Background: an optimization exercise with open tools, aiming at small area. Do not read the settings as production practice. RTL that was checked went through simulation tests only; none was proved equivalent to the original. For run 1, only the layout was checked, not whether the RTL still works.

$ cat flow/config.mk
export PLATFORM = sky130hd
export DESIGN_NAME = total_fir
export DESIGN_NICKNAME = total_fir
export VERILOG_FILES = /design/flow/design.v
export SDC_FILE = /design/flow/constraint.sdc
export NUM_CORES = 4
export LEC_CHECK = 0
export CAP_MARGIN = 20
export CORE_MARGIN = 2
export CORE_UTILIZATION = 40
export SLEW_MARGIN = 20
export SYNTH_HIERARCHICAL = 1
export SYNTH_MINIMUM_KEEP_SIZE = 0
$ cat flow/constraint.sdc
create_clock -name core_clock -period 5.0 [get_ports {clk}]
set_input_delay 1.0000 -clock core_clock [delete_from_list [all_inputs] [get_ports {clk}]]
set_output_delay 1.0000 -clock core_clock [all_outputs]
set_load 0.01 [all_outputs]
$ cat flow/design.v
module total_fir(total_out, x_in, clk);
	input clk;
	input signed [7:0] x_in;
	output signed [15:0] total_out;
	reg [7:0] e0;
	reg [7:0] e1;
	reg [7:0] e2;
	reg [7:0] e3;
	reg [7:0] e4;
	reg [7:0] e5;
	reg [7:0] e6;
	reg [7:0] e7;
	reg [7:0] e8;
	reg [7:0] e9;
	reg [7:0] e10;
	reg [7:0] e11;
	reg [7:0] e12;
	reg [7:0] e13;
	reg [7:0] e14;
	reg [7:0] e15;
	reg [7:0] e16;
	reg [7:0] e17;
	reg r498;
	reg r499;
	reg r558;
	reg r559;
	reg r606;
	reg r607;
	reg r642;
	reg r667;
	reg r668;
	reg r683;
	reg r684;
	reg r691;
	reg r692;
	reg r697;
	reg r698;
	reg r705;
	reg r706;
	reg r707;
	reg r708;
	reg r709;
	wire o5_0;
	wire o6_0;
	wire o7_0;
	wire o8_0;
	wire o16_0;
	wire w1;
	wire w2;
	wire w3;
	wire w4;
	wire w5;
	wire w6;
	wire w7;
	wire w8;
	wire w9;
	wire w10;
	wire w11;
	wire w12;
	wire w13;
	wire w14;
	wire w15;
	wire w16;
	wire w17;
	wire w18;
	wire w19;
	wire w20;
	wire w21;
	wire w22;
	wire w23;
	wire w24;
	wire w25;
	wire w26;
	wire w27;
	wire w28;
	wire w29;
	wire w30;
	wire w31;
	wire w32;
	wire w33;
	wire w34;
	wire w35;
	wire w36;
	wire w37;
	wire w38;
	wire w39;
	wire w40;
	wire w41;
	wire w42;
	wire w43;
	wire w44;
	wire w45;
	wire w46;
	wire w47;
	wire w48;
	wire w49;
	wire w50;
	wire w51;
	wire w52;
	wire w53;
	wire w54;
	wire w55;
	wire w56;
	wire w57;
	wire w58;
	wire w59;
	wire w60;
	wire w61;
	wire w62;
	wire w63;
	wire w64;
	wire w65;
	wire w66;
	wire w67;
	wire w68;
	wire w69;
	wire w70;
	wire w71;
	wire w72;
	wire w73;
	wire w74;
	wire w75;
	wire w76;
	wire w77;
	wire w78;
	wire w79;
	wire w80;
	wire w81;
	wire w82;
	wire w83;
	wire w84;
	wire w85;
	wire w86;
	wire w87;
	wire w88;
	wire w89;
	wire w90;
	wire w91;
	wire w92;
	wire w93;
	wire w94;
	wire w95;
	wire w96;
	wire w97;
	wire w98;
	wire w99;
	wire w100;
	wire w101;
	wire w102;
	wire w103;
	wire w104;
	wire w105;
	wire w106;
	wire w107;
	wire w108;
	wire w109;
	wire w110;
	wire w111;
	wire w112;
	wire w113;
	wire w114;
	wire w115;
	wire w116;
	wire w117;
	wire w118;
	wire w119;
	wire w120;
	wire w121;
	wire w122;
	wire w123;
	wire w124;
	wire w125;
	wire w126;
	wire w127;
	wire w128;
	wire w129;
	wire w130;
	wire w131;
	wire w132;
	wire w133;
	wire w134;
	wire w135;
	wire w136;
	wire w137;
	wire w138;
	wire w139;
	wire w140;
	wire w141;
	wire w142;
	wire w143;
	wire w144;
	wire w145;
	wire w146;
	wire w147;
	wire w148;
	wire w149;
	wire w150;
	wire w151;
	wire w152;
	wire w153;
	wire w154;
	wire w155;
	wire w156;
	wire w157;
	wire w158;
	wire w159;
	wire w160;
	wire w161;
	wire w162;
	wire w163;
	wire w164;
	wire w165;
	wire w166;
	wire w167;
	wire w168;
	wire w169;
	wire w170;
	wire w171;
	wire w172;
	wire w173;
	wire w174;
	wire w175;
	wire w176;
	wire w177;
	wire w178;
	wire w179;
	wire w180;
	wire w181;
	wire w182;
	wire w183;
	wire w184;
	wire w185;
	wire w186;
	wire w187;
	wire w188;
	wire w189;
	wire w190;
	wire w191;
	wire w192;
	wire w193;
	wire w194;
	wire w195;
	wire w196;
	wire w197;
	wire w198;
	wire w199;
	wire w200;
	wire w201;
	wire w202;
	wire w203;
	wire w204;
	wire w205;
	wire w206;
	wire w207;
	wire w208;
	wire w209;
	wire w210;
	wire w211;
	wire w212;
	wire w213;
	wire w214;
	wire w215;
	wire w216;
	wire w217;
	wire w218;
	wire w219;
	wire w220;
	wire w221;
	wire w222;
	wire w223;
	wire w224;
	wire w225;
	wire w226;
	wire w227;
	wire w228;
	wire w229;
	wire w230;
	wire w231;
	wire w232;
	wire w233;
	wire w234;
	wire w235;
	wire w236;
	wire w237;
	wire w238;
	wire w239;
	wire w240;
	wire w241;
	wire w242;
	wire w243;
	wire w244;
	wire w245;
	wire w246;
	wire w247;
	wire w248;
	wire w249;
	wire w250;
	wire w251;
	wire w252;
	wire w253;
	wire w254;
	wire w255;
	wire w256;
	wire w257;
	wire w258;
	wire w259;
	wire w260;
	wire w261;
	wire w262;
	wire w263;
	wire w264;
	wire w265;
	wire w266;
	wire w267;
	wire w268;
	wire w269;
	wire w270;
	wire w271;
	wire w272;
	wire w273;
	wire w274;
	wire w275;
	wire w276;
	wire w277;
	wire w278;
	wire w279;
	wire w280;
	wire w281;
	wire w282;
	wire w283;
	wire w284;
	wire w285;
	wire w286;
	wire w287;
	wire w288;
	wire w289;
	wire w290;
	wire w291;
	wire w292;
	wire w293;
	wire w294;
	wire w295;
	wire w296;
	wire w297;
	wire w298;
	wire w299;
	wire w300;
	wire w301;
	wire w302;
	wire w303;
	wire w304;
	wire w305;
	wire w306;
	wire w307;
	wire w308;
	wire w309;
	wire w310;
	wire w311;
	wire w312;
	wire w313;
	wire w314;
	wire w315;
	wire w316;
	wire w317;
	wire w318;
	wire w319;
	wire w320;
	wire w321;
	wire w322;
	wire w323;
	wire w324;
	wire w325;
	wire w326;
	wire w327;
	wire w328;
	wire w329;
	wire w330;
	wire w331;
	wire w332;
	wire w333;
	wire w334;
	wire w335;
	wire w336;
	wire w337;
	wire w338;
	wire w339;
	wire w340;
	wire w341;
	wire w342;
	wire w343;
	wire w344;
	wire w345;
	wire w346;
	wire w347;
	wire w348;
	wire w349;
	wire w350;
	wire w351;
	wire w352;
	wire w353;
	wire w354;
	wire w355;
	wire w356;
	wire w357;
	wire w358;
	wire w359;
	wire w360;
	wire w361;
	wire w362;
	wire w363;
	wire w364;
	wire w365;
	wire w366;
	wire w367;
	wire w368;
	wire w369;
	wire w370;
	wire w371;
	wire w372;
	wire w373;
	wire w374;
	wire w375;
	wire w376;
	wire w377;
	wire w378;
	wire w379;
	wire w380;
	wire w381;
	wire w382;
	wire w383;
	wire w384;
	wire w385;
	wire w386;
	wire w387;
	wire w388;
	wire w389;
	wire w390;
	wire w391;
	wire w392;
	wire w393;
	wire w394;
	wire w395;
	wire w396;
	wire w397;
	wire w398;
	wire w399;
	wire w400;
	wire w401;
	wire w402;
	wire w403;
	wire w404;
	wire w405;
	wire w406;
	wire w407;
	wire w408;
	wire w409;
	wire w410;
	wire w411;
	wire w412;
	wire w413;
	wire w414;
	wire w415;
	wire w416;
	wire w417;
	wire w418;
	wire w419;
	wire w420;
	wire w421;
	wire w422;
	wire w423;
	wire w424;
	wire w425;
	wire w426;
	wire w427;
	wire w428;
	wire w429;
	wire w430;
	wire w431;
	wire w432;
	wire w433;
	wire w434;
	wire w435;
	wire w436;
	wire w437;
	wire w438;
	wire w439;
	wire w440;
	wire w441;
	wire w442;
	wire w443;
	wire w444;
	wire w445;
	wire w446;
	wire w447;
	wire w448;
	wire w449;
	wire w450;
	wire w451;
	wire w452;
	wire w453;
	wire w454;
	wire w455;
	wire w456;
	wire w457;
	wire w458;
	wire w459;
	wire w460;
	wire w461;
	wire w462;
	wire w463;
	wire w464;
	wire w465;
	wire w466;
	wire w467;
	wire w468;
	wire w469;
	wire w470;
	wire w471;
	wire w472;
	wire w473;
	wire w474;
	wire w475;
	wire w476;
	wire w477;
	wire w478;
	wire w479;
	wire w480;
	wire w481;
	wire w482;
	wire w483;
	wire w484;
	wire w485;
	wire w486;
	wire w487;
	wire w488;
	wire w489;
	wire w490;
	wire w491;
	wire w492;
	wire w493;
	wire w494;
	wire w495;
	wire w496;
	wire w497;
	wire w498;
	wire w499;
	wire w500;
	wire w501;
	wire w502;
	wire w503;
	wire w504;
	wire w505;
	wire w506;
	wire w507;
	wire w508;
	wire w509;
	wire w510;
	wire w511;
	wire w512;
	wire w513;
	wire w514;
	wire w515;
	wire w516;
	wire w517;
	wire w518;
	wire w519;
	wire w520;
	wire w521;
	wire w522;
	wire w523;
	wire w524;
	wire w525;
	wire w526;
	wire w527;
	wire w528;
	wire w529;
	wire w530;
	wire w531;
	wire w532;
	wire w533;
	wire w534;
	wire w535;
	wire w536;
	wire w537;
	wire w538;
	wire w539;
	wire w540;
	wire w541;
	wire w542;
	wire w543;
	wire w544;
	wire w545;
	wire w546;
	wire w547;
	wire w548;
	wire w549;
	wire w550;
	wire w551;
	wire w552;
	wire w553;
	wire w554;
	wire w555;
	wire w556;
	wire w557;
	wire w558;
	wire w559;
	wire w560;
	wire w561;
	wire w562;
	wire w563;
	wire w564;
	wire w565;
	wire w566;
	wire w567;
	wire w568;
	wire w569;
	wire w570;
	wire w571;
	wire w572;
	wire w573;
	wire w574;
	wire w575;
	wire w576;
	wire w577;
	wire w578;
	wire w579;
	wire w580;
	wire w581;
	wire w582;
	wire w583;
	wire w584;
	wire w585;
	wire w586;
	wire w587;
	wire w588;
	wire w589;
	wire w590;
	wire w591;
	wire w592;
	wire w593;
	wire w594;
	wire w595;
	wire w596;
	wire w597;
	wire w598;
	wire w599;
	wire w600;
	wire w601;
	wire w602;
	wire w603;
	wire w604;
	wire w605;
	wire w606;
	wire w607;
	wire w608;
	wire w609;
	wire w610;
	wire w611;
	wire w612;
	wire w613;
	wire w614;
	wire w615;
	wire w616;
	wire w617;
	wire w618;
	wire w619;
	wire w620;
	wire w621;
	wire w622;
	wire w623;
	wire w624;
	wire w625;
	wire w626;
	wire w627;
	wire w628;
	wire w629;
	wire w630;
	wire w631;
	wire w632;
	wire w633;
	wire w634;
	wire w635;
	wire w636;
	wire w637;
	wire w638;
	wire w639;
	wire w640;
	wire w641;
	wire w642;
	wire w643;
	wire w644;
	wire w645;
	wire w646;
	wire w647;
	wire w648;
	wire w649;
	wire w650;
	wire w651;
	wire w652;
	wire w653;
	wire w654;
	wire w655;
	wire w656;
	wire w657;
	wire w658;
	wire w659;
	wire w660;
	wire w661;
	wire w662;
	wire w663;
	wire w664;
	wire w665;
	wire w666;
	wire w667;
	wire w668;
	wire w669;
	wire w670;
	wire w671;
	wire w672;
	wire w673;
	wire w674;
	wire w675;
	wire w676;
	wire w677;
	wire w678;
	wire w679;
	wire w680;
	wire w681;
	wire w682;
	wire w683;
	wire w684;
	wire w685;
	wire w686;
	wire w687;
	wire w688;
	wire w689;
	wire w690;
	wire w691;
	wire w692;
	wire w693;
	wire w694;
	wire w695;
	wire w696;
	wire w697;
	wire w698;
	wire w699;
	wire w700;
	wire w701;
	wire w702;
	wire w703;
	wire w704;
	wire w705;
	wire w706;
	wire w707;
	wire w708;
	wire w709;
	wire n1;
	wire n2;
	wire n3;
	wire n4;
	wire n5;
	wire n6;
	wire n7;
	wire n8;
	wire n9;
	wire n10;
	wire n11;
	wire n12;
	wire n13;
	wire n14;
	wire n15;
	wire n16;
	wire n17;
	wire n18;
	wire n19;
	wire n20;
	wire n21;
	wire n22;
	wire n23;
	wire n24;
	wire n25;
	wire n26;
	wire n27;
	wire n28;
	wire n29;
	wire n30;
	wire n31;
	wire n32;
	wire n33;
	wire n34;
	wire n35;
	wire n36;
	wire n37;
	wire n38;
	wire n39;
	wire n40;
	wire n41;
	wire n42;
	wire n43;
	wire n44;
	wire n45;
	wire n46;
	wire n47;
	wire n48;
	wire n49;
	wire n50;
	wire n51;
	wire n52;
	wire n53;
	wire n54;
	wire n55;
	wire n56;
	wire n57;
	wire n58;
	wire n59;
	wire n60;
	wire n61;
	always @(posedge clk) begin
		e0 <= x_in;
		e1 <= e0;
		e2 <= e1;
		e3 <= e2 ^ 8'h7f;
		e4 <= e3;
		e5 <= e4;
		e6 <= e5;
		e7 <= e6 ^ 8'h03;
		e8 <= e7 ^ 8'h7c;
		e9 <= e8 ^ 8'h7c;
		e10 <= e9;
		e11 <= e10 ^ 8'h7c;
		e12 <= e11 ^ 8'h80;
		e13 <= e12;
		e14 <= e13 ^ 8'h80;
		e15 <= e14 ^ 8'h80;
		e16 <= e15;
		e17 <= e16;
		r498 <= w433;
		r499 <= w496;
		r558 <= w556;
		r559 <= w497;
		r606 <= w604;
		r607 <= w557;
		r642 <= w640;
		r667 <= w665;
		r668 <= w641;
		r683 <= w681;
		r684 <= w666;
		r691 <= w689;
		r692 <= w682;
		r697 <= w688;
		r698 <= w690;
		r705 <= w164;
		r706 <= w220;
		r707 <= w286;
		r708 <= w360;
		r709 <= w432;
	end
	assign o5_0 = ~(~e5[0] | ~e5[1]);
	assign o6_0 = ~(~e6[0] | ~e6[1]);
	assign o7_0 = ~(e7[0] | e7[1]);
	assign o8_0 = ~(e8[0] | e8[1]);
	assign o16_0 = ~(e16[0] | e16[1]);
	assign n1 = ~e2[0];
	assign n2 = ~e2[1];
	assign n3 = ~e2[2];
	assign n4 = ~e2[3];
	assign n5 = ~e2[4];
	assign n6 = ~e2[5];
	assign n7 = ~e2[6];
	assign n8 = ~e7[2];
	assign n9 = ~e7[3];
	assign n10 = ~e7[4];
	assign n11 = ~e7[5];
	assign n12 = ~e7[6];
	assign n13 = ~e7[7];
	assign n14 = ~e8[7];
	assign n15 = ~e8[2];
	assign n16 = ~e8[3];
	assign n17 = ~e8[4];
	assign n18 = ~e8[5];
	assign n19 = ~e8[6];
	assign n20 = ~e9[0];
	assign n21 = ~e9[1];
	assign n22 = ~e10[0];
	assign n23 = ~e10[1];
	assign n24 = ~e10[2];
	assign n25 = ~e10[3];
	assign n26 = ~e10[4];
	assign n27 = ~e10[5];
	assign n28 = ~e10[6];
	assign n29 = ~e10[7];
	assign n30 = ~e11[7];
	assign n31 = ~e11[0];
	assign n32 = ~e11[1];
	assign n33 = ~e11[2];
	assign n34 = ~e11[3];
	assign n35 = ~e11[4];
	assign n36 = ~e11[5];
	assign n37 = ~e11[6];
	assign n38 = ~e13[0];
	assign n39 = ~e13[1];
	assign n40 = ~e13[2];
	assign n41 = ~e13[3];
	assign n42 = ~e13[4];
	assign n43 = ~e13[5];
	assign n44 = ~e13[6];
	assign n45 = ~e13[7];
	assign n46 = ~e14[7];
	assign n47 = ~e14[0];
	assign n48 = ~e14[1];
	assign n49 = ~e14[2];
	assign n50 = ~e14[3];
	assign n51 = ~e14[4];
	assign n52 = ~e14[5];
	assign n53 = ~e14[6];
	assign n54 = ~e16[0];
	assign n55 = ~e16[1];
	assign n56 = ~e16[2];
	assign n57 = ~e16[3];
	assign n58 = ~e16[4];
	assign n59 = ~e16[5];
	assign n60 = ~e16[6];
	assign n61 = ~e16[7];
	fa uw62 (.a(e3[0]), .b(e4[1]), .c(e4[0]), .s(w62), .co(w63));
	fa uw64 (.a(e5[0]), .b(e5[2]), .c(e6[2]), .s(w64), .co(w65));
	fa uw66 (.a(e7[2]), .b(e10[1]), .c(e11[1]), .s(w66), .co(w67));
	fa uw68 (.a(e12[0]), .b(e12[1]), .c(e13[0]), .s(w68), .co(w69));
	fa uw70 (.a(e14[0]), .b(e14[1]), .c(e17[2]), .s(w70), .co(w71));
	fa uw72 (.a(n15), .b(n56), .c(o5_0), .s(w72), .co(w73));
	fa uw74 (.a(o6_0), .b(o7_0), .c(o8_0), .s(w74), .co(w75));
	fa uw76 (.a(o16_0), .b(w62), .c(w64), .s(w76), .co(w77));
	fa uw78 (.a(w66), .b(w68), .c(w70), .s(w78), .co(w79));
	fa uw80 (.a(w72), .b(w74), .c(w76), .s(w80), .co(w81));
	assign w83 = w78 & w80;
	xn uw84 (.a(e3[1]), .b(e4[0]), .s(w84));
	o2 uw85 (.a(e3[1]), .b(e4[0]), .co(w85));
	fa uw86 (.a(e4[2]), .b(e5[1]), .c(e5[3]), .s(w86), .co(w87));
	fa uw88 (.a(e6[0]), .b(e6[3]), .c(e7[3]), .s(w88), .co(w89));
	fa uw90 (.a(e11[0]), .b(e11[2]), .c(e12[1]), .s(w90), .co(w91));
	fa uw92 (.a(e12[2]), .b(e13[1]), .c(e13[0]), .s(w92), .co(w93));
	fa uw94 (.a(e14[1]), .b(e14[2]), .c(e15[0]), .s(w94), .co(w95));
	fa uw96 (.a(e17[3]), .b(n16), .c(n22), .s(w96), .co(w97));
	fa uw98 (.a(n24), .b(n54), .c(n57), .s(w98), .co(w99));
	fa uw100 (.a(w84), .b(w63), .c(w65), .s(w100), .co(w101));
	fa uw102 (.a(w67), .b(w69), .c(w71), .s(w102), .co(w103));
	fa uw104 (.a(w86), .b(w88), .c(w90), .s(w104), .co(w105));
	fa uw106 (.a(w92), .b(w94), .c(w96), .s(w106), .co(w107));
	fa uw108 (.a(w98), .b(w73), .c(w75), .s(w108), .co(w109));
	fa uw110 (.a(w77), .b(w79), .c(w100), .s(w110), .co(w111));
	fa uw112 (.a(w102), .b(w104), .c(w106), .s(w112), .co(w113));
	fa uw114 (.a(w108), .b(w81), .c(w110), .s(w114), .co(w115));
	assign w117 = (w112 & w83) | (w112 & w114) | (w83 & w114);
	xn uw118 (.a(e3[2]), .b(e4[1]), .s(w118));
	o2 uw119 (.a(e3[2]), .b(e4[1]), .co(w119));
	fa uw120 (.a(e4[3]), .b(e5[2]), .c(e5[0]), .s(w120), .co(w121));
	fa uw122 (.a(e5[4]), .b(e6[1]), .c(e6[4]), .s(w122), .co(w123));
	fa uw124 (.a(e7[0]), .b(e7[4]), .c(e11[1]), .s(w124), .co(w125));
	fa uw126 (.a(e11[0]), .b(e11[3]), .c(e12[2]), .s(w126), .co(w127));
	fa uw128 (.a(e12[0]), .b(e12[3]), .c(e13[2]), .s(w128), .co(w129));
	fa uw130 (.a(e13[1]), .b(e14[2]), .c(e14[3]), .s(w130), .co(w131));
	fa uw132 (.a(e15[1]), .b(e15[0]), .c(e17[0]), .s(w132), .co(w133));
	fa uw134 (.a(e17[4]), .b(n1), .c(n17), .s(w134), .co(w135));
	fa uw136 (.a(n20), .b(n23), .c(n25), .s(w136), .co(w137));
	fa uw138 (.a(n55), .b(n58), .c(w85), .s(w138), .co(w139));
	fa uw140 (.a(w118), .b(w87), .c(w89), .s(w140), .co(w141));
	fa uw142 (.a(w91), .b(w93), .c(w95), .s(w142), .co(w143));
	fa uw144 (.a(w120), .b(w122), .c(w124), .s(w144), .co(w145));
	fa uw146 (.a(w126), .b(w128), .c(w130), .s(w146), .co(w147));
	fa uw148 (.a(w132), .b(w97), .c(w99), .s(w148), .co(w149));
	fa uw150 (.a(w134), .b(w136), .c(w138), .s(w150), .co(w151));
	fa uw152 (.a(w101), .b(w103), .c(w105), .s(w152), .co(w153));
	fa uw154 (.a(w140), .b(w142), .c(w144), .s(w154), .co(w155));
	fa uw156 (.a(w146), .b(w107), .c(w148), .s(w156), .co(w157));
	fa uw158 (.a(w109), .b(w150), .c(w111), .s(w158), .co(w159));
	fa uw160 (.a(w152), .b(w154), .c(w113), .s(w160), .co(w161));
	fa uw162 (.a(w156), .b(w115), .c(w158), .s(w162), .co(w163));
	fa uw164 (.a(w160), .b(w117), .c(w162), .s(w164), .co(w165));
	fa uw166 (.a(e3[3]), .b(e4[2]), .c(e4[4]), .s(w166), .co(w167));
	fa uw168 (.a(e5[3]), .b(e5[1]), .c(e5[5]), .s(w168), .co(w169));
	fa uw170 (.a(e6[2]), .b(e6[5]), .c(e7[1]), .s(w170), .co(w171));
	fa uw172 (.a(e7[5]), .b(e10[2]), .c(e11[2]), .s(w172), .co(w173));
	fa uw174 (.a(e11[1]), .b(e11[4]), .c(e12[3]), .s(w174), .co(w175));
	fa uw176 (.a(e12[1]), .b(e12[4]), .c(e13[3]), .s(w176), .co(w177));
	fa uw178 (.a(e13[2]), .b(e14[3]), .c(e14[4]), .s(w178), .co(w179));
	fa uw180 (.a(e15[2]), .b(e15[1]), .c(e17[1]), .s(w180), .co(w181));
	fa uw182 (.a(e17[5]), .b(n2), .c(n1), .s(w182), .co(w183));
	fa uw184 (.a(n18), .b(n21), .c(n26), .s(w184), .co(w185));
	fa uw186 (.a(n56), .b(n54), .c(n59), .s(w186), .co(w187));
	fa uw188 (.a(w119), .b(w121), .c(w123), .s(w188), .co(w189));
	fa uw190 (.a(w125), .b(w127), .c(w129), .s(w190), .co(w191));
	fa uw192 (.a(w131), .b(w133), .c(w166), .s(w192), .co(w193));
	fa uw194 (.a(w168), .b(w170), .c(w172), .s(w194), .co(w195));
	fa uw196 (.a(w174), .b(w176), .c(w178), .s(w196), .co(w197));
	fa uw198 (.a(w180), .b(w135), .c(w137), .s(w198), .co(w199));
	fa uw200 (.a(w182), .b(w184), .c(w186), .s(w200), .co(w201));
	fa uw202 (.a(w139), .b(w141), .c(w143), .s(w202), .co(w203));
	fa uw204 (.a(w145), .b(w147), .c(w188), .s(w204), .co(w205));
	fa uw206 (.a(w190), .b(w149), .c(w192), .s(w206), .co(w207));
	fa uw208 (.a(w194), .b(w196), .c(w198), .s(w208), .co(w209));
	fa uw210 (.a(w200), .b(w151), .c(w153), .s(w210), .co(w211));
	fa uw212 (.a(w202), .b(w155), .c(w204), .s(w212), .co(w213));
	fa uw214 (.a(w157), .b(w206), .c(w208), .s(w214), .co(w215));
	fa uw216 (.a(w159), .b(w210), .c(w212), .s(w216), .co(w217));
	fa uw218 (.a(w161), .b(w214), .c(w163), .s(w218), .co(w219));
	fa uw220 (.a(w216), .b(w165), .c(w218), .s(w220), .co(w221));
	xn uw222 (.a(e3[4]), .b(e3[0]), .s(w222));
	o2 uw223 (.a(e3[4]), .b(e3[0]), .co(w223));
	fa uw224 (.a(e4[3]), .b(e4[0]), .c(e4[5]), .s(w224), .co(w225));
	fa uw226 (.a(e5[4]), .b(e5[2]), .c(e5[6]), .s(w226), .co(w227));
	fa uw228 (.a(e6[3]), .b(e6[6]), .c(e7[6]), .s(w228), .co(w229));
	fa uw230 (.a(e9[2]), .b(e10[3]), .c(e10[0]), .s(w230), .co(w231));
	fa uw232 (.a(e11[3]), .b(e11[2]), .c(e11[5]), .s(w232), .co(w233));
	fa uw234 (.a(e12[4]), .b(e12[2]), .c(e12[0]), .s(w234), .co(w235));
	fa uw236 (.a(e12[5]), .b(e13[4]), .c(e13[3]), .s(w236), .co(w237));
	fa uw238 (.a(e14[4]), .b(e14[5]), .c(e15[3]), .s(w238), .co(w239));
	fa uw240 (.a(e15[2]), .b(e17[2]), .c(e17[6]), .s(w240), .co(w241));
	fa uw242 (.a(n3), .b(n2), .c(n8), .s(w242), .co(w243));
	fa uw244 (.a(n19), .b(n27), .c(n47), .s(w244), .co(w245));
	fa uw246 (.a(n57), .b(n55), .c(n60), .s(w246), .co(w247));
	fa uw248 (.a(w222), .b(w167), .c(w169), .s(w248), .co(w249));
	fa uw250 (.a(w171), .b(w173), .c(w175), .s(w250), .co(w251));
	fa uw252 (.a(w177), .b(w179), .c(w181), .s(w252), .co(w253));
	fa uw254 (.a(w224), .b(w226), .c(w228), .s(w254), .co(w255));
	fa uw256 (.a(w230), .b(w232), .c(w234), .s(w256), .co(w257));
	fa uw258 (.a(w236), .b(w238), .c(w240), .s(w258), .co(w259));
	fa uw260 (.a(w183), .b(w185), .c(w187), .s(w260), .co(w261));
	fa uw262 (.a(w242), .b(w244), .c(w246), .s(w262), .co(w263));
	fa uw264 (.a(w189), .b(w191), .c(w193), .s(w264), .co(w265));
	fa uw266 (.a(w195), .b(w197), .c(w248), .s(w266), .co(w267));
	fa uw268 (.a(w250), .b(w252), .c(w199), .s(w268), .co(w269));
	fa uw270 (.a(w254), .b(w256), .c(w258), .s(w270), .co(w271));
	fa uw272 (.a(w201), .b(w260), .c(w262), .s(w272), .co(w273));
	fa uw274 (.a(w203), .b(w205), .c(w207), .s(w274), .co(w275));
	fa uw276 (.a(w264), .b(w266), .c(w209), .s(w276), .co(w277));
	fa uw278 (.a(w268), .b(w270), .c(w272), .s(w278), .co(w279));
	fa uw280 (.a(w211), .b(w213), .c(w274), .s(w280), .co(w281));
	fa uw282 (.a(w215), .b(w276), .c(w278), .s(w282), .co(w283));
	fa uw284 (.a(w217), .b(w280), .c(w282), .s(w284), .co(w285));
	fa uw286 (.a(w219), .b(w284), .c(w221), .s(w286), .co(w287));
	fa uw288 (.a(e3[5]), .b(e3[1]), .c(e4[4]), .s(w288), .co(w289));
	fa uw290 (.a(e4[1]), .b(e4[6]), .c(e5[5]), .s(w290), .co(w291));
	fa uw292 (.a(e5[3]), .b(e5[7]), .c(e6[4]), .s(w292), .co(w293));
	fa uw294 (.a(e6[7]), .b(e7[7]), .c(e8[0]), .s(w294), .co(w295));
	fa uw296 (.a(e8[7]), .b(e9[3]), .c(e10[4]), .s(w296), .co(w297));
	fa uw298 (.a(e10[1]), .b(e11[4]), .c(e11[3]), .s(w298), .co(w299));
	fa uw300 (.a(e11[6]), .b(e12[5]), .c(e12[3]), .s(w300), .co(w301));
	fa uw302 (.a(e12[1]), .b(e12[6]), .c(e13[5]), .s(w302), .co(w303));
	fa uw304 (.a(e13[4]), .b(e14[5]), .c(e14[6]), .s(w304), .co(w305));
	fa uw306 (.a(e15[4]), .b(e15[3]), .c(e17[3]), .s(w306), .co(w307));
	fa uw308 (.a(e17[7]), .b(n4), .c(n3), .s(w308), .co(w309));
	fa uw310 (.a(n9), .b(n28), .c(n31), .s(w310), .co(w311));
	fa uw312 (.a(n38), .b(n48), .c(n58), .s(w312), .co(w313));
	fa uw314 (.a(n56), .b(n61), .c(w223), .s(w314), .co(w315));
	fa uw316 (.a(w225), .b(w227), .c(w229), .s(w316), .co(w317));
	fa uw318 (.a(w231), .b(w233), .c(w235), .s(w318), .co(w319));
	fa uw320 (.a(w237), .b(w239), .c(w241), .s(w320), .co(w321));
	fa uw322 (.a(w288), .b(w290), .c(w292), .s(w322), .co(w323));
	fa uw324 (.a(w294), .b(w296), .c(w298), .s(w324), .co(w325));
	fa uw326 (.a(w300), .b(w302), .c(w304), .s(w326), .co(w327));
	fa uw328 (.a(w306), .b(w243), .c(w245), .s(w328), .co(w329));
	fa uw330 (.a(w247), .b(w308), .c(w310), .s(w330), .co(w331));
	fa uw332 (.a(w312), .b(w314), .c(w249), .s(w332), .co(w333));
	fa uw334 (.a(w251), .b(w253), .c(w255), .s(w334), .co(w335));
	fa uw336 (.a(w257), .b(w259), .c(w316), .s(w336), .co(w337));
	fa uw338 (.a(w318), .b(w320), .c(w261), .s(w338), .co(w339));
	fa uw340 (.a(w322), .b(w324), .c(w326), .s(w340), .co(w341));
	fa uw342 (.a(w263), .b(w328), .c(w330), .s(w342), .co(w343));
	fa uw344 (.a(w265), .b(w267), .c(w332), .s(w344), .co(w345));
	fa uw346 (.a(w269), .b(w271), .c(w334), .s(w346), .co(w347));
	fa uw348 (.a(w336), .b(w338), .c(w340), .s(w348), .co(w349));
	fa uw350 (.a(w273), .b(w342), .c(w275), .s(w350), .co(w351));
	fa uw352 (.a(w344), .b(w277), .c(w346), .s(w352), .co(w353));
	fa uw354 (.a(w348), .b(w279), .c(w281), .s(w354), .co(w355));
	fa uw356 (.a(w350), .b(w352), .c(w283), .s(w356), .co(w357));
	fa uw358 (.a(w354), .b(w285), .c(w356), .s(w358), .co(w359));
	ha uw360 (.a(w358), .b(w287), .s(w360), .co(w361));
	fa uw362 (.a(e3[6]), .b(e3[2]), .c(e4[5]), .s(w362), .co(w363));
	fa uw364 (.a(e4[2]), .b(e4[7]), .c(e5[6]), .s(w364), .co(w365));
	fa uw366 (.a(e5[4]), .b(e6[5]), .c(e8[1]), .s(w366), .co(w367));
	fa uw368 (.a(e9[4]), .b(e10[5]), .c(e11[5]), .s(w368), .co(w369));
	fa uw370 (.a(e11[4]), .b(e12[6]), .c(e12[4]), .s(w370), .co(w371));
	fa uw372 (.a(e12[2]), .b(e12[7]), .c(e13[6]), .s(w372), .co(w373));
	fa uw374 (.a(e13[5]), .b(e14[6]), .c(e15[5]), .s(w374), .co(w375));
	fa uw376 (.a(e15[4]), .b(e17[4]), .c(n5), .s(w376), .co(w377));
	fa uw378 (.a(n4), .b(n10), .c(n24), .s(w378), .co(w379));
	fa uw380 (.a(n29), .b(n32), .c(n30), .s(w380), .co(w381));
	fa uw382 (.a(n39), .b(n49), .c(n46), .s(w382), .co(w383));
	fa uw384 (.a(n59), .b(n57), .c(w289), .s(w384), .co(w385));
	fa uw386 (.a(w291), .b(w293), .c(w295), .s(w386), .co(w387));
	fa uw388 (.a(w297), .b(w299), .c(w301), .s(w388), .co(w389));
	fa uw390 (.a(w303), .b(w305), .c(w307), .s(w390), .co(w391));
	fa uw392 (.a(w362), .b(w364), .c(w366), .s(w392), .co(w393));
	fa uw394 (.a(w368), .b(w370), .c(w372), .s(w394), .co(w395));
	fa uw396 (.a(w374), .b(w309), .c(w311), .s(w396), .co(w397));
	fa uw398 (.a(w313), .b(w376), .c(w378), .s(w398), .co(w399));
	fa uw400 (.a(w380), .b(w382), .c(w315), .s(w400), .co(w401));
	fa uw402 (.a(w317), .b(w319), .c(w321), .s(w402), .co(w403));
	fa uw404 (.a(w323), .b(w325), .c(w327), .s(w404), .co(w405));
	fa uw406 (.a(w384), .b(w386), .c(w388), .s(w406), .co(w407));
	fa uw408 (.a(w390), .b(w329), .c(w392), .s(w408), .co(w409));
	fa uw410 (.a(w394), .b(w331), .c(w396), .s(w410), .co(w411));
	fa uw412 (.a(w398), .b(w400), .c(w333), .s(w412), .co(w413));
	fa uw414 (.a(w335), .b(w337), .c(w402), .s(w414), .co(w415));
	fa uw416 (.a(w339), .b(w341), .c(w404), .s(w416), .co(w417));
	fa uw418 (.a(w406), .b(w408), .c(w343), .s(w418), .co(w419));
	fa uw420 (.a(w410), .b(w345), .c(w412), .s(w420), .co(w421));
	fa uw422 (.a(w347), .b(w414), .c(w416), .s(w422), .co(w423));
	fa uw424 (.a(w349), .b(w418), .c(w351), .s(w424), .co(w425));
	fa uw426 (.a(w420), .b(w353), .c(w422), .s(w426), .co(w427));
	fa uw428 (.a(w355), .b(w424), .c(w426), .s(w428), .co(w429));
	fa uw430 (.a(w357), .b(w428), .c(w359), .s(w430), .co(w431));
	ha uw432 (.a(w361), .b(w430), .s(w432), .co(w433));
	fa uw434 (.a(e3[7]), .b(e3[3]), .c(e4[6]), .s(w434), .co(w435));
	fa uw436 (.a(e4[3]), .b(e5[7]), .c(e5[5]), .s(w436), .co(w437));
	fa uw438 (.a(e6[6]), .b(e8[2]), .c(e9[5]), .s(w438), .co(w439));
	fa uw440 (.a(e10[6]), .b(e11[6]), .c(e11[5]), .s(w440), .co(w441));
	fa uw442 (.a(e12[7]), .b(e12[5]), .c(e12[3]), .s(w442), .co(w443));
	fa uw444 (.a(e13[7]), .b(e13[6]), .c(e15[6]), .s(w444), .co(w445));
	fa uw446 (.a(e15[5]), .b(e17[5]), .c(n6), .s(w446), .co(w447));
	fa uw448 (.a(n5), .b(n11), .c(n25), .s(w448), .co(w449));
	fa uw450 (.a(n33), .b(n40), .c(n46), .s(w450), .co(w451));
	fa uw452 (.a(n50), .b(n60), .c(n58), .s(w452), .co(w453));
	fa uw454 (.a(w363), .b(w365), .c(w367), .s(w454), .co(w455));
	fa uw456 (.a(w369), .b(w371), .c(w373), .s(w456), .co(w457));
	fa uw458 (.a(w375), .b(w434), .c(w436), .s(w458), .co(w459));
	fa uw460 (.a(w438), .b(w440), .c(w442), .s(w460), .co(w461));
	fa uw462 (.a(w444), .b(w377), .c(w379), .s(w462), .co(w463));
	fa uw464 (.a(w381), .b(w383), .c(w446), .s(w464), .co(w465));
	fa uw466 (.a(w448), .b(w450), .c(w452), .s(w466), .co(w467));
	fa uw468 (.a(w385), .b(w387), .c(w389), .s(w468), .co(w469));
	fa uw470 (.a(w391), .b(w393), .c(w395), .s(w470), .co(w471));
	fa uw472 (.a(w454), .b(w456), .c(w397), .s(w472), .co(w473));
	fa uw474 (.a(w458), .b(w460), .c(w399), .s(w474), .co(w475));
	fa uw476 (.a(w462), .b(w464), .c(w466), .s(w476), .co(w477));
	fa uw478 (.a(w401), .b(w403), .c(w405), .s(w478), .co(w479));
	fa uw480 (.a(w407), .b(w468), .c(w409), .s(w480), .co(w481));
	fa uw482 (.a(w470), .b(w411), .c(w472), .s(w482), .co(w483));
	fa uw484 (.a(w474), .b(w476), .c(w413), .s(w484), .co(w485));
	fa uw486 (.a(w415), .b(w417), .c(w478), .s(w486), .co(w487));
	fa uw488 (.a(w480), .b(w419), .c(w482), .s(w488), .co(w489));
	fa uw490 (.a(w421), .b(w484), .c(w423), .s(w490), .co(w491));
	fa uw492 (.a(w486), .b(w488), .c(w425), .s(w492), .co(w493));
	fa uw494 (.a(w427), .b(w490), .c(w492), .s(w494), .co(w495));
	fa uw496 (.a(w429), .b(w494), .c(w431), .s(w496), .co(w497));
	ha uw500 (.a(r498), .b(r499), .s(w500), .co(w501));
	xn uw502 (.a(e3[4]), .b(e4[7]), .s(w502));
	o2 uw503 (.a(e3[4]), .b(e4[7]), .co(w503));
	fa uw504 (.a(e4[4]), .b(e5[6]), .c(e6[7]), .s(w504), .co(w505));
	fa uw506 (.a(e8[3]), .b(e9[6]), .c(e10[7]), .s(w506), .co(w507));
	fa uw508 (.a(e11[6]), .b(e12[6]), .c(e12[4]), .s(w508), .co(w509));
	fa uw510 (.a(e13[7]), .b(e15[7]), .c(e15[6]), .s(w510), .co(w511));
	fa uw512 (.a(e17[6]), .b(n7), .c(n6), .s(w512), .co(w513));
	fa uw514 (.a(n12), .b(n26), .c(n30), .s(w514), .co(w515));
	fa uw516 (.a(n34), .b(n41), .c(n51), .s(w516), .co(w517));
	fa uw518 (.a(n61), .b(n59), .c(w502), .s(w518), .co(w519));
	fa uw520 (.a(w435), .b(w437), .c(w439), .s(w520), .co(w521));
	fa uw522 (.a(w441), .b(w443), .c(w445), .s(w522), .co(w523));
	fa uw524 (.a(w504), .b(w506), .c(w508), .s(w524), .co(w525));
	fa uw526 (.a(w510), .b(w447), .c(w449), .s(w526), .co(w527));
	fa uw528 (.a(w451), .b(w453), .c(w512), .s(w528), .co(w529));
	fa uw530 (.a(w514), .b(w516), .c(w518), .s(w530), .co(w531));
	fa uw532 (.a(w455), .b(w457), .c(w459), .s(w532), .co(w533));
	fa uw534 (.a(w461), .b(w520), .c(w522), .s(w534), .co(w535));
	fa uw536 (.a(w463), .b(w524), .c(w465), .s(w536), .co(w537));
	fa uw538 (.a(w467), .b(w526), .c(w528), .s(w538), .co(w539));
	fa uw540 (.a(w530), .b(w469), .c(w471), .s(w540), .co(w541));
	fa uw542 (.a(w473), .b(w532), .c(w534), .s(w542), .co(w543));
	fa uw544 (.a(w475), .b(w477), .c(w536), .s(w544), .co(w545));
	fa uw546 (.a(w538), .b(w479), .c(w481), .s(w546), .co(w547));
	fa uw548 (.a(w540), .b(w483), .c(w542), .s(w548), .co(w549));
	fa uw550 (.a(w544), .b(w485), .c(w487), .s(w550), .co(w551));
	fa uw552 (.a(w546), .b(w489), .c(w548), .s(w552), .co(w553));
	fa uw554 (.a(w491), .b(w550), .c(w552), .s(w554), .co(w555));
	fa uw556 (.a(w493), .b(w554), .c(w495), .s(w556), .co(w557));
	fa uw560 (.a(r558), .b(r559), .c(w501), .s(w560), .co(w561));
	fa uw562 (.a(e2[7]), .b(e3[5]), .c(e4[5]), .s(w562), .co(w563));
	fa uw564 (.a(e5[7]), .b(e8[4]), .c(e9[7]), .s(w564), .co(w565));
	fa uw566 (.a(e12[7]), .b(e12[5]), .c(e15[7]), .s(w566), .co(w567));
	fa uw568 (.a(e17[7]), .b(n7), .c(n13), .s(w568), .co(w569));
	fa uw570 (.a(n27), .b(n30), .c(n35), .s(w570), .co(w571));
	fa uw572 (.a(n42), .b(n52), .c(n60), .s(w572), .co(w573));
	fa uw574 (.a(w503), .b(w505), .c(w507), .s(w574), .co(w575));
	fa uw576 (.a(w509), .b(w511), .c(w562), .s(w576), .co(w577));
	fa uw578 (.a(w564), .b(w566), .c(w513), .s(w578), .co(w579));
	fa uw580 (.a(w515), .b(w517), .c(w568), .s(w580), .co(w581));
	fa uw582 (.a(w570), .b(w572), .c(w519), .s(w582), .co(w583));
	fa uw584 (.a(w521), .b(w523), .c(w525), .s(w584), .co(w585));
	fa uw586 (.a(w574), .b(w527), .c(w576), .s(w586), .co(w587));
	fa uw588 (.a(w529), .b(w578), .c(w580), .s(w588), .co(w589));
	fa uw590 (.a(w531), .b(w582), .c(w533), .s(w590), .co(w591));
	fa uw592 (.a(w535), .b(w584), .c(w537), .s(w592), .co(w593));
	fa uw594 (.a(w586), .b(w539), .c(w588), .s(w594), .co(w595));
	fa uw596 (.a(w541), .b(w543), .c(w590), .s(w596), .co(w597));
	fa uw598 (.a(w545), .b(w592), .c(w594), .s(w598), .co(w599));
	fa uw600 (.a(w547), .b(w549), .c(w596), .s(w600), .co(w601));
	fa uw602 (.a(w598), .b(w551), .c(w553), .s(w602), .co(w603));
	fa uw604 (.a(w600), .b(w555), .c(w602), .s(w604), .co(w605));
	fa uw608 (.a(r606), .b(r607), .c(w561), .s(w608), .co(w609));
	xn uw610 (.a(e2[7]), .b(e3[6]), .s(w610));
	o2 uw611 (.a(e2[7]), .b(e3[6]), .co(w611));
	fa uw612 (.a(e4[6]), .b(e8[5]), .c(e12[6]), .s(w612), .co(w613));
	fa uw614 (.a(n28), .b(n36), .c(n43), .s(w614), .co(w615));
	fa uw616 (.a(n53), .b(n61), .c(w610), .s(w616), .co(w617));
	fa uw618 (.a(w563), .b(w565), .c(w567), .s(w618), .co(w619));
	fa uw620 (.a(w612), .b(w569), .c(w571), .s(w620), .co(w621));
	fa uw622 (.a(w573), .b(w614), .c(w616), .s(w622), .co(w623));
	fa uw624 (.a(w575), .b(w577), .c(w618), .s(w624), .co(w625));
	fa uw626 (.a(w579), .b(w581), .c(w620), .s(w626), .co(w627));
	fa uw628 (.a(w583), .b(w622), .c(w585), .s(w628), .co(w629));
	fa uw630 (.a(w587), .b(w624), .c(w589), .s(w630), .co(w631));
	fa uw632 (.a(w626), .b(w591), .c(w628), .s(w632), .co(w633));
	fa uw634 (.a(w593), .b(w595), .c(w630), .s(w634), .co(w635));
	fa uw636 (.a(w597), .b(w632), .c(w599), .s(w636), .co(w637));
	fa uw638 (.a(w634), .b(w601), .c(w636), .s(w638), .co(w639));
	fa uw640 (.a(w603), .b(w638), .c(w605), .s(w640), .co(w641));
	ha uw643 (.a(r642), .b(w609), .s(w643), .co(w644));
	fa uw645 (.a(e3[7]), .b(e4[7]), .c(e8[6]), .s(w645), .co(w646));
	fa uw647 (.a(e12[7]), .b(e14[7]), .c(n29), .s(w647), .co(w648));
	fa uw649 (.a(n37), .b(n44), .c(w611), .s(w649), .co(w650));
	fa uw651 (.a(w613), .b(w645), .c(w615), .s(w651), .co(w652));
	fa uw653 (.a(w647), .b(w617), .c(w649), .s(w653), .co(w654));
	fa uw655 (.a(w619), .b(w621), .c(w651), .s(w655), .co(w656));
	fa uw657 (.a(w623), .b(w653), .c(w625), .s(w657), .co(w658));
	fa uw659 (.a(w627), .b(w655), .c(w629), .s(w659), .co(w660));
	fa uw661 (.a(w657), .b(w631), .c(w633), .s(w661), .co(w662));
	fa uw663 (.a(w659), .b(w635), .c(w661), .s(w663), .co(w664));
	fa uw665 (.a(w637), .b(w663), .c(w639), .s(w665), .co(w666));
	fa uw669 (.a(r667), .b(r668), .c(w644), .s(w669), .co(w670));
	fa uw671 (.a(e11[7]), .b(n14), .c(n45), .s(w671), .co(w672));
	fa uw673 (.a(w646), .b(w648), .c(w671), .s(w673), .co(w674));
	fa uw675 (.a(w650), .b(w652), .c(w673), .s(w675), .co(w676));
	fa uw677 (.a(w654), .b(w656), .c(w675), .s(w677), .co(w678));
	fa uw679 (.a(w658), .b(w677), .c(w660), .s(w679), .co(w680));
	fa uw681 (.a(w662), .b(w679), .c(w664), .s(w681), .co(w682));
	fa uw685 (.a(r683), .b(r684), .c(w670), .s(w685), .co(w686));
	fa uw687 (.a(w672), .b(w674), .c(w676), .s(w687), .co(w688));
	fa uw689 (.a(w678), .b(w687), .c(w680), .s(w689), .co(w690));
	ha uw695 (.a(r691), .b(r692), .s(w695), .co(w696));
	xr uw693 (.a(w695), .b(w686), .s(w693));
	ao uw694 (.g(w696), .p(w695), .c(w686), .co(w694));
	ha uw701 (.a(r697), .b(r698), .s(w701), .co(w702));
	xr uw699 (.a(w701), .b(w694), .s(w699));
	ao uw700 (.g(w702), .p(w701), .c(w694), .co(w700));
	assign w703 = w700 ^ 1'b1;
	assign total_out[0] = r705;
	assign total_out[1] = r706;
	assign total_out[2] = r707;
	assign total_out[3] = r708;
	assign total_out[4] = r709;
	assign total_out[5] = w500;
	assign total_out[6] = w560;
	assign total_out[7] = w608;
	assign total_out[8] = w643;
	assign total_out[9] = w669;
	assign total_out[10] = w685;
	assign total_out[11] = w693;
	assign total_out[12] = w699;
	assign total_out[13] = w703;
	assign total_out[14] = w703;
	assign total_out[15] = w703;
endmodule
module fa(input a, input b, input c, output s, output co);
	assign s = a ^ b ^ c;
	assign co = (a & b) | (a & c) | (b & c);
endmodule
module xn(input a, input b, output s);
	assign s = ~(a ^ b);
endmodule
module o2(input a, input b, output co);
	assign co = a | b;
endmodule
module xr(input a, input b, output s);
	assign s = a ^ b;
endmodule
module ao(input g, input p, input c, output co);
	assign co = g | (p & c);
endmodule
module ha(input a, input b, output s, output co);
	assign s = a ^ b;
	assign co = a & b;
endmodule
$ cat flow/flow/run.sh
#!/bin/bash
# The standard layout (standard.sh, the ORFS flow), with ORFS's own variables set for two steps:
#  - clock tree synthesis without dummy balancing loads, built from clkbuf_8 cells;
#  - port buffering with the smallest buffer cell (every input and output still gets a buffer).
# The full ORFS output goes to standard.log in this folder (per-step logs under orfs/logs).
export CTS_ARGS="-sink_clustering_enable -repair_clock_nets -dont_use_dummy_load -buf_list sky130_fd_sc_hd__clkbuf_8"
export BUFFER_PORTS_ARGS="-buffer_cell sky130_fd_sc_hd__buf_1"
bash standard.sh > standard.log 2>&1
$ cat flow/standard.sh
#!/bin/bash
# synth_recipe.tcl (not shown) runs the flow's synth.tcl, then flattens the netlist and writes it again
# the make line also repeats each setting of config.mk as NAME=value (left out here)
make -C /OpenROAD-flow-scripts/flow DESIGN_CONFIG=/design/flow/config.mk WORK_HOME=/design/flow/orfs CLKGATE_MAP_FILE= SYNTH_SCRIPT=/design/flow/synth_recipe.tcl "${@:-finish}"
==> results of run 1 <==
==> cells by family after synthesis <==
logic type	after synthesis
buffers and inverters	80
AOI/OAI and AO/OA	3
xor gates and xnor gates	7
DFF	164
and+or+nand+nor	12
adders and majority gates	304
==> Yosys stat by module, one instance, submodules excluded <==
module     flops+latches  copies in the design  cells  area (sq um)
ao                     0                     2      1         7.507
fa                     0                   298      1         20.02
ha                     0                     6      1         12.51
o2                     0                     5      1         6.256
total_fir            164                     1    252          3680
xn                     0                     5      1         8.758
xr                     0                     2      1         8.758
==> critical path, cell delays in order (launching register included) <==
cell and delay [ns]:
dfxtp_1 0.54, fa_1 0.50, fa_1 0.52, fa_1 0.49, fa_1 0.49, fa_1 0.55, fa_1 0.45, fa_1 0.42
fa_1 0.40, fa_1 0.43
==> worst paths after layout <==
check	end	slack (ns)	from	cells past startpoint
max	r499	0.11	e12[3]	9
max reg2reg	r499	0.11	e12[3]	9
min	e2[4]	0.32	e1[4]	0
min reg2reg	e2[4]	0.32	e1[4]	0
==> per-stage QoR <==
stage | cell area [sq um] | setup slack (ns)
after floorplan | 9828 | 0.3551
after global placement | 10300 | 0.1216
after detailed placement | 10300 | 0.04873
after CTS | 10540 | 0.05265
after global routing | 10540 | 0.001380
final | 10540 | 0.1111
==> registers in the layout (all words and copies together) (netlist names), 8 cells and up <==
name / flops
e0: 8
e10: 8
e11: 8
e12: 8
e13: 8
e14: 8
e15: 8
e16: 8
e17: 8
e1: 8
e2: 8
e3: 8
e4: 8
e5: 8
e6: 8
e7: 8
e8: 8
e9: 8
==> synthesized netlist by cell type, drive strengths merged <==
cell / number
dfxtp: 164
inv: 64
a22oi: 1
nor2: 6
and2: 1
a21o: 2
xor2: 2
ha: 6
xnor2: 5
or2: 5
buf: 16
fa: 298
==> layout make-up <==
class	instances	area, sq um
clock buffer	17	234.0
fill	2187	13700
inverter	64	240.2
multi-input combinational	326	6185
sequential	164	3292
tap	324	405.4
timing repair buffer	37	187.7
==> per-layer routing <==
metal	track usage, %	part of all wire [%]
met5	0	0
met4	7.427	3.2
met3	3.719	3.9
met2	31.27	52
met1	24.65	41
==> timing repair <==
action                                  in CTS  in global routing
endpoints found under the setup margin       0                  1
resized for setup                            0                  7
endpoints found under the hold margin        0                  0
==> reports/metrics.csv, run 1 <==
stage,metric,value,unit
synthesis,synth_warnings,7,
synthesis,main_combinational_cell_family_by_area_after_synthesis,adder cells,
synthesis,synth-compound-area-share,0.2292,%
drt,routed_wirelength,21.84,mm
sta,slew-limit-headroom,73.42,%
clocking,cts_htree_levels,4,
synthesis,synthesis.area,9828,sq um
placement,gpl.final_weighted_congestion,0.8996,
grt,grt_use_total,18.83,%
layout,antenna-diode-count,0,
floorplanning,design.core.area,24250,sq um
sta,clock_skews,0.04441,ns
sta,worst-slew-pin-transition,0.3981,ns
synthesis,synthAdderAreaFrac,61.46,%
clocking,cts.sinks,164,
layout,fin_nets,923,
layout,final_instance_count_excl_fillers,932,
worst_setup_path,maximum_fanout_encountered_on_the_critical_timing_path,5,
clocking,tritoncts_clock_tree,done,
floorplanning,fp-row-count,57,
run_status,status,timing/DRC/antenna clean,
sta,number_of_endpoints_with_negative_hold_slack_in_the_final_report,0,
sta,final.setup.tns,0,ns
synthesis,synth_cell_types,12,
sta,whs,0.3197,ns
synthesis,netlist_instances,570,
synthesis,post_synth_xor_area_fraction,0.6238,%
layout,synthToLayoutAreaGrowth,7.282,%
drt,drtPass1Iterations,4,
sta,grt_setup_unrepaired,false,
sta,final.period_utilization,97.78,%
layout,commonest_non_fill_non_tap_cell_in_the_layout,fa_1,
drt,drc_errors,0,
clocking,clock_insertion_delay_worst_skew,0.48,ns
synthesis,synth_area_leaders,"fa_1 (61%), dfxtp_1 (33%), inv_1 (2.4%), buf_4 (1.2%), ha_1 (0.76%)",
worst_setup_path,critPathArrivalTime,5.23,ns
worst_setup_path,crit_required,5.34,ns
synthesis,synth_seq_area_share,33.41,%
sta,period_minus_slack,4.889,ns
sta,fmax,0.2045,GHz
grt,grt_overflow,0,
clocking,cts.reportedPaths.clkPinSlew,0.11,ns
drt,wl_per_cell,23.44,um
grt,grt_antenna_before_repair,0,
flow_run,cap_violations,0,
placement,detailed_placement_wirelength_estimate,19.92,mm
grt,first_pass_grt_wire_length,33.60,mm
clocking,library_cell_used_as_clock_root_buffer,clkbuf_8,
layout,final_util,43.48,%
grt,pin_count_of_the_biggest_net_entering_global_routing,20,
floorplanning,fp.dieW,160.8,um
drt,post_drt_via_cell_ratio,4.530,
sta,finalSetupViolations,0,
min_path,worstHoldPathType,reg -> reg,
floorplanning,fp.dieH,160.8,um
clocking,tritoncts.num_buffers,17,
sta,finalMaxSlewViolations,0,
layout,most-common-layout-cells,"fa_1 (298), dfxtp_1 (157), inv_1 (64), buf_1 (24), clkbuf_8 (17)",
synthesis,synth_top_cell_area_share,60.70,%
worst_setup_path,critPathLaunchType,flop,
floorplanning,floorplan.die_area,25840,sq um
placement,dp_cells,915,
clocking,clock_path_buffers,2,
synthesis,muxShareOfSynthArea,0,%
layout,layout-drive-gt1-share,6.086,%
worst_setup_path,critPathKind,reg -> reg,
drt,count_of_vias_placed_by_the_detailed_router,4222,
synthesis,synth_fp_nets,883,
grt,first_global_vias,5377,
floorplanning,ioPinCount,25,
floorplanning,floorplan.initialDensity,40.53,%
clocking,postCtsSetupRepairBufs,0,
synthesis,yosys_register_bits,164,
synthesis,avgSynthCellArea,17.24,sq um
drt,drt.antenna.violating_nets,0,
synthesis,synth_largest_area_cell,fa_1,
drt,drt_first_iter_violations,218,
synthesis,synth-simple-area-share,0.6111,%
placement,port-buffer-count,24,
clocking,hold_buffers,0,
worst_setup_path,critPathCaptureType,flop,
==> run 2: changes to the inputs <==
--- a/flow/design.v
+++ b/flow/design.v
@@ -34,11 +34,11 @@
 	reg r691;
 	reg r692;
-	reg r697;
-	reg r698;
+	reg r695;
+	reg r696;
+	reg r703;
+	reg r704;
 	reg r705;
 	reg r706;
 	reg r707;
-	reg r708;
-	reg r709;
 	wire o5_0;
 	wire o6_0;
@@ -753,6 +753,4 @@
 	wire w706;
 	wire w707;
-	wire w708;
-	wire w709;
 	wire n1;
 	wire n2;
@@ -848,11 +846,11 @@
 		r691 <= w689;
 		r692 <= w682;
-		r697 <= w688;
-		r698 <= w690;
-		r705 <= w164;
-		r706 <= w220;
-		r707 <= w286;
-		r708 <= w360;
-		r709 <= w432;
+		r695 <= w688;
+		r696 <= w690;
+		r703 <= w164;
+		r704 <= w220;
+		r705 <= w286;
+		r706 <= w360;
+		r707 <= w432;
 	end
 	assign o5_0 = ~(~e5[0] | ~e5[1]);
@@ -1236,16 +1234,14 @@
 	fa uw687 (.a(w672), .b(w674), .c(w676), .s(w687), .co(w688));
 	fa uw689 (.a(w678), .b(w687), .c(w680), .s(w689), .co(w690));
-	ha uw695 (.a(r691), .b(r692), .s(w695), .co(w696));
-	xr uw693 (.a(w695), .b(w686), .s(w693));
-	ao uw694 (.g(w696), .p(w695), .c(w686), .co(w694));
-	ha uw701 (.a(r697), .b(r698), .s(w701), .co(w702));
-	xr uw699 (.a(w701), .b(w694), .s(w699));
-	ao uw700 (.g(w702), .p(w701), .c(w694), .co(w700));
-	assign w703 = w700 ^ 1'b1;
-	assign total_out[0] = r705;
-	assign total_out[1] = r706;
-	assign total_out[2] = r707;
-	assign total_out[3] = r708;
-	assign total_out[4] = r709;
+	fa uw693 (.a(r691), .b(r692), .c(w686), .s(w693), .co(w694));
+	ha uw699 (.a(r695), .b(r696), .s(w699), .co(w700));
+	xr uw697 (.a(w699), .b(w694), .s(w697));
+	ao uw698 (.g(w700), .p(w699), .c(w694), .co(w698));
+	assign w701 = w698 ^ 1'b1;
+	assign total_out[0] = r703;
+	assign total_out[1] = r704;
+	assign total_out[2] = r705;
+	assign total_out[3] = r706;
+	assign total_out[4] = r707;
 	assign total_out[5] = w500;
 	assign total_out[6] = w560;
@@ -1255,8 +1251,8 @@
 	assign total_out[10] = w685;
 	assign total_out[11] = w693;
-	assign total_out[12] = w699;
-	assign total_out[13] = w703;
-	assign total_out[14] = w703;
-	assign total_out[15] = w703;
+	assign total_out[12] = w697;
+	assign total_out[13] = w701;
+	assign total_out[14] = w701;
+	assign total_out[15] = w701;
 endmodule
 module fa(input a, input b, input c, output s, output co);
--- a/flow/flow/run.sh
+++ b/flow/flow/run.sh
@@ -6,3 +6,5 @@
 export CTS_ARGS="-sink_clustering_enable -repair_clock_nets -dont_use_dummy_load -buf_list sky130_fd_sc_hd__clkbuf_8"
 export BUFFER_PORTS_ARGS="-buffer_cell sky130_fd_sc_hd__buf_1"
+# timing-driven global placement: use its trial buffering for net weights only, do not keep it
+export GPL_KEEP_OVERFLOW=0
 bash standard.sh > standard.log 2>&1
--- a/flow/config.mk
+++ b/flow/config.mk
@@ -8,5 +8,5 @@
 export CAP_MARGIN = 20
 export CORE_MARGIN = 2
-export CORE_UTILIZATION = 40
+export CORE_UTILIZATION = 60
 export SLEW_MARGIN = 20
 export SYNTH_HIERARCHICAL = 1
==> reports/metrics.csv, run 2 <==
stage,metric,value,unit
sta,final.period_utilization,98.29,%
clocking,library_cell_used_as_clock_root_buffer,clkbuf_8,
sta,finalMaxSlewViolations,0,
min_path,hp-start,e0[3],
grt,first_global_vias,5393,
sta,clock_skews,0.03828,ns
sta,slew-limit-headroom,73.31,%
worst_setup_path,length_in_cells_of_the_worst_reg_to_reg_path,9,
placement,gpl.final_weighted_congestion,0.9149,
clocking,cts.reportedPaths.clkPinSlew,0.09,ns
synthesis,asyncSetResetFlopFracSynth,0,%
clocking,clock_path_buffers,2,
sta,fmax,0.2035,GHz
worst_setup_path,critPathLaunchType,flop,
drt,drtPass1Iterations,4,
grt,grt_overflow,0,
sta,number_of_endpoints_with_negative_hold_slack_in_the_final_report,0,
synthesis,synth_warnings,7,
run_status,status,timing/DRC/antenna clean,
worst_setup_path,maximum_fanout_encountered_on_the_critical_timing_path,5,
worst_setup_path,crit_required,5.32,ns
layout,synthToLayoutAreaGrowth,5.033,%
synthesis,synth_cell_types,12,
grt,first_pass_grt_wire_length,33.22,mm
worst_setup_path,critPathArrivalTime,5.24,ns
sta,whs,0.3205,ns
clocking,tritoncts_clock_tree,done,
synthesis,avgSynthCellArea,17.29,sq um
min_path,worstHoldPathType,reg -> reg,
clocking,cts_htree_levels,4,
layout,final_util,64.69,%
drt,drc_errors,0,
sta,finalSetupViolations,0,
layout,seqCellArea,3303,sq um
min_path,min_delay_worst_endpoint,e1[3],
synthesis,synthesis.area,9819,sq um
flow_run,cap_violations,0,
grt,pin_count_of_the_biggest_net_entering_global_routing,19,
clocking,cts.sinks,164,
layout,commonest_non_fill_non_tap_cell_in_the_layout,fa_1,
synthesis,synth_top_cell_area_share,60.96,%
worst_setup_path,critical_path.reg2reg.startpoint,e11[5],
layout,multiInputGateArea,6176,sq um
synthesis,netlist_instances,568,
layout,antenna-diode-count,0,
drt,wl_per_cell,26.35,um
floorplanning,floorplan.die_area,17410,sq um
drt,routed_wirelength,21.31,mm
synthesis,synth_fp_nets,881,
worst_setup_path,critPathKind,reg -> reg,
floorplanning,fp-row-count,46,
drt,drt_first_iter_violations,295,
floorplanning,ioPinCount,25,
grt,grt_antenna_before_repair,0,
clocking,postCtsSetupRepairBufs,0,
floorplanning,design.core.area,15940,sq um
placement,port-buffer-count,24,
drt,drt.antenna.violating_nets,0,
synthesis,synth.most_common_cell,fa_1,
clocking,hold_buffers,0,
floorplanning,fp.dieH,131.9,um
synthesis,synth_top_flop_cell,dfxtp_1,
placement,detailed_placement_wirelength_estimate,19.32,mm
layout,fin_nets,908,
layout,filler_cell_count,1163,
synthesis,synth_edf_count,0,
sta,period_minus_slack,4.915,ns
clocking,clock_insertion_delay_worst_skew,0.47,ns
floorplanning,fp.dieW,131.9,um
grt,grt_use_total,27.97,%
drt,count_of_vias_placed_by_the_detailed_router,4185,
synthesis,synth_largest_area_cell,fa_1,
worst_setup_path,critPathCaptureType,flop,
floorplanning,floorplan.initialDensity,61.59,%
worst_setup_path,r2r_end,r642,
clocking,tritoncts.num_buffers,17,
synthesis,synth_seq_area_share,33.44,%
worst_setup_path,setup.reg_to_reg.worst_slack,0.09,ns
sta,final.setup.tns,0,ns
min_path,min_path_cells,0,
synthesis,synth_area_leaders,"fa_1 (61%), dfxtp_1 (33%), inv_1 (2.4%), buf_4 (1.2%), ha_1 (0.64%)",
synthesis,yosys-top-cells-count,"fa_1 (299), dfxtp_1 (164), inv_1 (64), buf_4 (16), nor2_1 (6)",
sta,worst-slew-pin-transition,0.3997,ns
layout,layout-drive-gt1-share,5.565,%
layout,most-common-layout-cells,"fa_1 (299), dfxtp_1 (148), inv_1 (64), buf_1 (24), clkbuf_8 (17)",
drt,post_drt_via_cell_ratio,5.173,
synthesis,yosys_register_bits,164,
sta,grt_setup_unrepaired,false,
run 2: cell types whose count changed after synthesis, sizes merged:
cell  before  now
ha         6    5
a21o       2    1
xor2       2    1
fa       298  299
run 2: worst max-delay path by stage:
| stage | startpoint | to | cells after the start |
|---|---|---|---|
| final | e11[5] | r642 | 9 |
| after global routing | e4[3] | r499 | 9 |
| after CTS | e4[3] | r499 | 9 |
| after detailed placement | e4[3] | r499 | 9 |
| after global placement | e5[5] | r499 | 9 |
| after floorplan | e12[5] | r499 | 9 |
run 2: stage by stage:
step	area, sq um	cells	setup slack (ns)
6_report	10310	809	0.08545
3_3_place_gp	10060	792	0.1093
3_5_place_dp	10060	792	0.04811
5_1_grt	10310	809	0.002865
2_1_floorplan	9819	568	0.3551
4_1_cts	10290	809	0.008277
run 2: logic make-up after synthesis:
family          after synthesis  synth area share (%)
buf+inv                      80                 3.670
compound gates                2                0.1530
xor+xnor                      6                0.5352
simple gates                 12                0.6116
flops                       164                 33.44
fa+ha+maj                   304                 61.60
run 2: cell type report:
type	instances	area share (%)
flip-flops and latches	164	32.03
inverters	64	2.329
well taps	216	2.620
clock buffers	17	2.269
multi-input cells	324	59.88
repair buffers	24	0.8735
run 2: Yosys stat by module (local to each module, per instance):
module | copies in the design | cells inside | flip-flops and latches
total_fir | 1 | 252 | 164
xr | 1 | 1 | 0
o2 | 5 | 1 | 0
ha | 5 | 1 | 0
fa | 299 | 1 | 0
ao | 1 | 1 | 0
xn | 5 | 1 | 0
run 2: routing by layer:
metal,share of wire (%),GRT usage [%]
met5,0,0
met4,5.4,13.53
met3,4.2,5.882
met2,52,46.35
met1,38,35.73
run 2: what timing repair did:
item | CTS | global route
resized for setup | 0 | 16
setup endpoints to repair | 0 | 3
hold endpoints to repair | 0 | 0
run 2: critical path, stage by stage, from the launching register on:
cell and delay [ns]:
dfxtp_1 0.57, fa_1 0.53, fa_1 0.54, fa_1 0.47
fa_1 0.44, fa_1 0.56, fa_1 0.44, fa_1 0.40
fa_1 0.42, fa_1 0.43

[separate check: timing with driven ports]
No port has a modelled driver above. Below, the same layouts with a new extraction and two added sets of constraints. Step 1 sets driving cells, clkbuf_16 on the clock port and buf_2 on the other inputs (assumed; they add their load-dependent delay and slew). Step 2 moves the port delays by t, midway between the first and last clock arrival at a register: inputs arrive t later, outputs are due t later. That takes back most of the time a late clock gives input paths. Three values: ideal ports, drivers, drivers and shift; two values: the first two.
run | t (ns) | setup WS [ns] | hold WS [ns]
run 1 | 0.494 | 0.111 / 0.111 / 0.111 | 0.320 / 0.320 / 0.320
run 2 | 0.489 | 0.085 / 0.085 / 0.085 | 0.321 / 0.321 / 0.321
After both steps setup and hold are still met in every run listed.
